This design comes from an exercise in tuning for small area, a short achievable clock period and few clock cycles on the open sky130 flow, not from production work. In this exercise RTL edits were held to simulation tests only and were not proved equivalent to the original. Power is estimated from default activity; no workload was simulated.

red:
==> module gemm_controller, before the edit <==
module gemm_controller #(
  parameter int MAX_ELEMS = 16384,
  parameter mp_types::prec_e PREC = mp_types::PREC_INT8
)(
  input  logic        clk,
  input  logic        rstn,
  input  logic        start,
  input  logic [15:0] M, K, Ncols,
  output logic        done,
  output logic [$clog2(MAX_ELEMS)-1:0] addr_A,
  input  logic [31:0]                  data_A,
  output logic [$clog2(MAX_ELEMS)-1:0] addr_B,
  input  logic [31:0]                  data_B,
  output logic [$clog2(MAX_ELEMS)-1:0] addr_C,
  output logic [31:0]                  data_C,
  output logic                         we_C
);
  localparam int AW = $clog2(MAX_ELEMS);
  logic          run;
  logic [AW-1:0] krem, jrem, irem;
  logic          lk, lj, li;       
  logic          kf;               
  logic          dk;               
  logic [AW-1:0] Kw, Nw, Mw;
  assign Kw = K[AW-1:0];
  assign Nw = Ncols[AW-1:0];
  assign Mw = M[AW-1:0];
  logic [AW-1:0] Kr, Nr1;
  always_ff @(posedge clk) begin
    Kr  <= Kw;
    Nr1 <= Nw - 1'b1;
  end
  logic [AW-1:0] csel, cdec;
  logic          cis2;
  assign csel = !lk ? krem : (!lj ? jrem : irem);
  assign cdec = csel - 1'b1;
  assign cis2 = (csel == AW'(2));
  logic k1, n1, m1;
  assign k1 = (Kw == AW'(1));
  assign n1 = (Nw == AW'(1));
  assign m1 = (Mw == AW'(1));
  logic lk_n, lj_n, dk_n;
  assign lk_n = (!run | lk) ? k1 : cis2;
  assign lj_n = !run ? n1 : (!lk ? lj : (!lj ? cis2 : n1));
  assign dk_n = !run | (lk ^ dk);
  logic zB, invB, ciB;
  always_ff @(posedge clk) begin
    zB   <= lk_n & ~lj_n;
    invB <= lk_n ? lj_n : ~dk_n;
    ciB  <= lk_n | dk_n;
  end
  logic [AW-1:0] opA, opB, sumA, sumB;
  assign opA  = lk ? Kr : {{(AW-1){~dk}}, 1'b1};
  assign opB  = (zB ? AW'(0) : Nr1) ^ {AW{invB}};
  assign sumB = addr_B + opB + AW'(ciB);
  assign sumA = addr_A + opA;
  always_ff @(posedge clk) begin
    if (!rstn)     run <= 1'b0;
    else if (!run) run <= start;
    else           run <= ~(lk & lj & li);
  end
  always_ff @(posedge clk) begin
    if (!run) begin
      addr_A <= '0;
      addr_B <= '0;
      dk     <= 1'b1;
      kf     <= 1'b1;
      krem   <= Kw;   lk <= k1;
      jrem   <= Nw;   lj <= n1;
      irem   <= Mw;   li <= m1;
    end else begin
      kf <= lk;
      if (!lk | lj) addr_A <= sumA;    
      addr_B <= sumB;
      if (!lk) begin
        krem <= cdec;
        lk   <= cis2;
      end else begin
        dk   <= ~dk;
        krem <= Kw;
        lk   <= k1;
        if (!lj) begin
          jrem <= cdec;
          lj   <= cis2;
        end else begin
          jrem <= Nw;
          lj   <= n1;
          irem <= cdec;
          li   <= cis2;
        end
      end
    end
  end
  logic f1_first, f1_last, f1_fin;
  logic f2_first, f2_last, f2_fin;
  logic f3_first, f3_last, f3_fin;
  logic f4_first, f4_last, f4_fin;
  logic w_fin;     
  always_ff @(posedge clk) begin
    if (!rstn) begin
      f1_last <= 1'b0; f1_fin <= 1'b0;
      f2_last <= 1'b0; f2_fin <= 1'b0;
      f3_last <= 1'b0; f3_fin <= 1'b0;
      f4_last <= 1'b0; f4_fin <= 1'b0;
      w_fin <= 1'b0;
      we_C <= 1'b0; done <= 1'b0;
    end else begin
      f1_last <= run & lk;
      f1_fin  <= run & lk & lj & li;
      f2_last <= f1_last; f2_fin <= f1_fin;
      f3_last <= f2_last; f3_fin <= f2_fin;
      f4_last <= f3_last; f4_fin <= f3_fin;
      we_C  <= f4_last;
      w_fin <= f4_fin;
      done  <= w_fin;
    end
  end
  always_ff @(posedge clk) begin
    f1_first <= kf;
    f2_first <= f1_first;
    f3_first <= f2_first;
    f4_first <= f3_first;
  end
  always_ff @(posedge clk) begin
    if (start)     addr_C <= '0;
    else if (we_C) addr_C <= addr_C + 1'b1;
  end
  logic [7:0]  a_r, b_r;
  logic [14:0] ms, mc, s_r, c_r;
  logic [15:0] p;
  logic [29:0] acc;
  mul8_cs u_mul (.a(a_r), .b(b_r), .s(ms), .c(mc));
  logic [16:0] lows;
  logic [13:0] hi, hinc, hdec, hc0, hc1, hnew;
  assign lows = {1'b0, acc[15:0]} + {1'b0, p};
  assign hi   = acc[29:16];
  assign hinc = hi + 1'b1;
  assign hdec = hi - 1'b1;
  assign hc0  = f4_first ? {14{p[15]}} : (p[15] ? hdec : hi);
  assign hc1  = f4_first ? {14{p[15]}} : (p[15] ? hi : hinc);
  assign hnew = lows[16] ? hc1 : hc0;
  always_ff @(posedge clk) begin
    a_r <= data_A[7:0];
    b_r <= data_B[7:0];
    s_r <= ms;
    c_r <= mc;
    p   <= {1'b0, s_r} + {1'b0, c_r} - 16'h8000;
    acc <= {hnew, f4_first ? p : lows[15:0]};
  end
  assign data_C = {{2{acc[29]}}, acc};
endmodule
export LEC_CHECK = 0
export CAP_MARGIN = 20
export CORE_MARGIN = 2
export CORE_UTILIZATION = 50
export CTS_BUF_LIST = sky130_fd_sc_hd__clkbuf_8
export CTS_CLUSTER_DIAMETER = 60
export CTS_CLUSTER_SIZE = 16
export PLACE_DENSITY = 0.65
export SETUP_SLACK_MARGIN = 5
export SLEW_MARGIN = 20
export TNS_END_PERCENT = 30
create_clock -name core_clock -period 8.0 [get_ports {clk}]
standard.sh (not shown) runs the stock make flow with config.mk's settings and CLKGATE_MAP_FILE= SYNTH_SCRIPT=/design/flow/synth_recipe.tcl, a recipe that flattens the netlist after the stock synthesis.
==> flow/flow/run.sh <==
#!/bin/bash
set -euo pipefail
bash standard.sh BUFFER_PORTS_ARGS="-buffer_cell sky130_fd_sc_hd__buf_1" finish > standard_flow.log 2>&1
red went all the way through synthesis, placement and routing and the layout is clean on timing, DRC and antenna.
Testbench counts of red, summed over its fixed seeds: cycles 75,349.
Relative to red, the following input files were edited for blue:
--- a/flow/design.v
+++ b/flow/design.v
@@ -288,30 +288,27 @@
     end
   end
   logic f1_first, f1_last, f1_fin;
   logic f2_first, f2_last, f2_fin;
   logic f3_first, f3_last, f3_fin;
   logic f4_first, f4_last, f4_fin;
-  logic w_fin;     
   always_ff @(posedge clk) begin
     if (!rstn) begin
       f1_last <= 1'b0; f1_fin <= 1'b0;
       f2_last <= 1'b0; f2_fin <= 1'b0;
       f3_last <= 1'b0; f3_fin <= 1'b0;
       f4_last <= 1'b0; f4_fin <= 1'b0;
-      w_fin <= 1'b0;
       we_C <= 1'b0; done <= 1'b0;
     end else begin
       f1_last <= run & lk;
       f1_fin  <= run & lk & lj & li;
       f2_last <= f1_last; f2_fin <= f1_fin;
       f3_last <= f2_last; f3_fin <= f2_fin;
       f4_last <= f3_last; f4_fin <= f3_fin;
-      we_C  <= f4_last;
-      w_fin <= f4_fin;
-      done  <= w_fin;
+      we_C <= f4_last;
+      done <= f4_fin;
     end
   end
   always_ff @(posedge clk) begin
     f1_first <= kf;
     f2_first <= f1_first;
     f3_first <= f2_first;
Results
Every stage of the flow completed for blue, and the final layout passed the timing, DRC and antenna checks. Delta (blue minus red): post-synthesis sequential area ratio rose by 0.77 points; xor and xnor area share after synthesis went up by 0.17 points. NOTE routed wire length red->blue decreased by a few percent. Diff red -> blue: core utilization increased 0.77 points; final sequential cell count decreased 1; area after synthesis decreased 270 um2. Going from red to blue, clock share of power lost 1.1 points, count of multi-input gates -about 5%, total power consumption of the routed design fell 1.2%. Cell-internal power in blue is 34 uW lower than in red. Lower pin count of the biggest net entering global routing was reported by red, not blue. Final standard cell count with taps included and fillers excluded went down slightly going from red to blue.
Testbench counts of blue, summed over its fixed seeds: cycles 75,253.

## re-timing with driven ports
The flow's constraints put no driver on any port. The routed layouts listed below were extracted and timed again, unchanged, in two steps.
Step 1 (the two cells are an assumption about what drives the block):
set clk [get_ports {clk}]
set_driving_cell -lib_cell sky130_fd_sc_hd__clkbuf_16 $clk
set_driving_cell -lib_cell sky130_fd_sc_hd__buf_2 [delete_from_list [all_inputs] $clk]
Step 2, shift: input delay + t, output delay - t, t = (earliest + latest rising clock arrival at the registers) / 2. This alone moves slack from input paths to output paths.
Three values: no drivers, after step 1, after step 2; two values: the first two.
run	t (ns)	setup WS [ns]	worst setup path after step 2	worst register clock-pin slew, ns	cell pins on the clock port's net
red	0.577	5.076 / 5.075 / 4.744	input to register	0.11 / 0.11	1
blue	0.587	5.096 / 5.096 / 4.916	input to register	0.10 / 0.10	1
After both steps setup and hold are still met in every run listed. The setup slack of red, which loses most, moves by -0.001 ns with the drivers and by -0.332 ns with both steps.
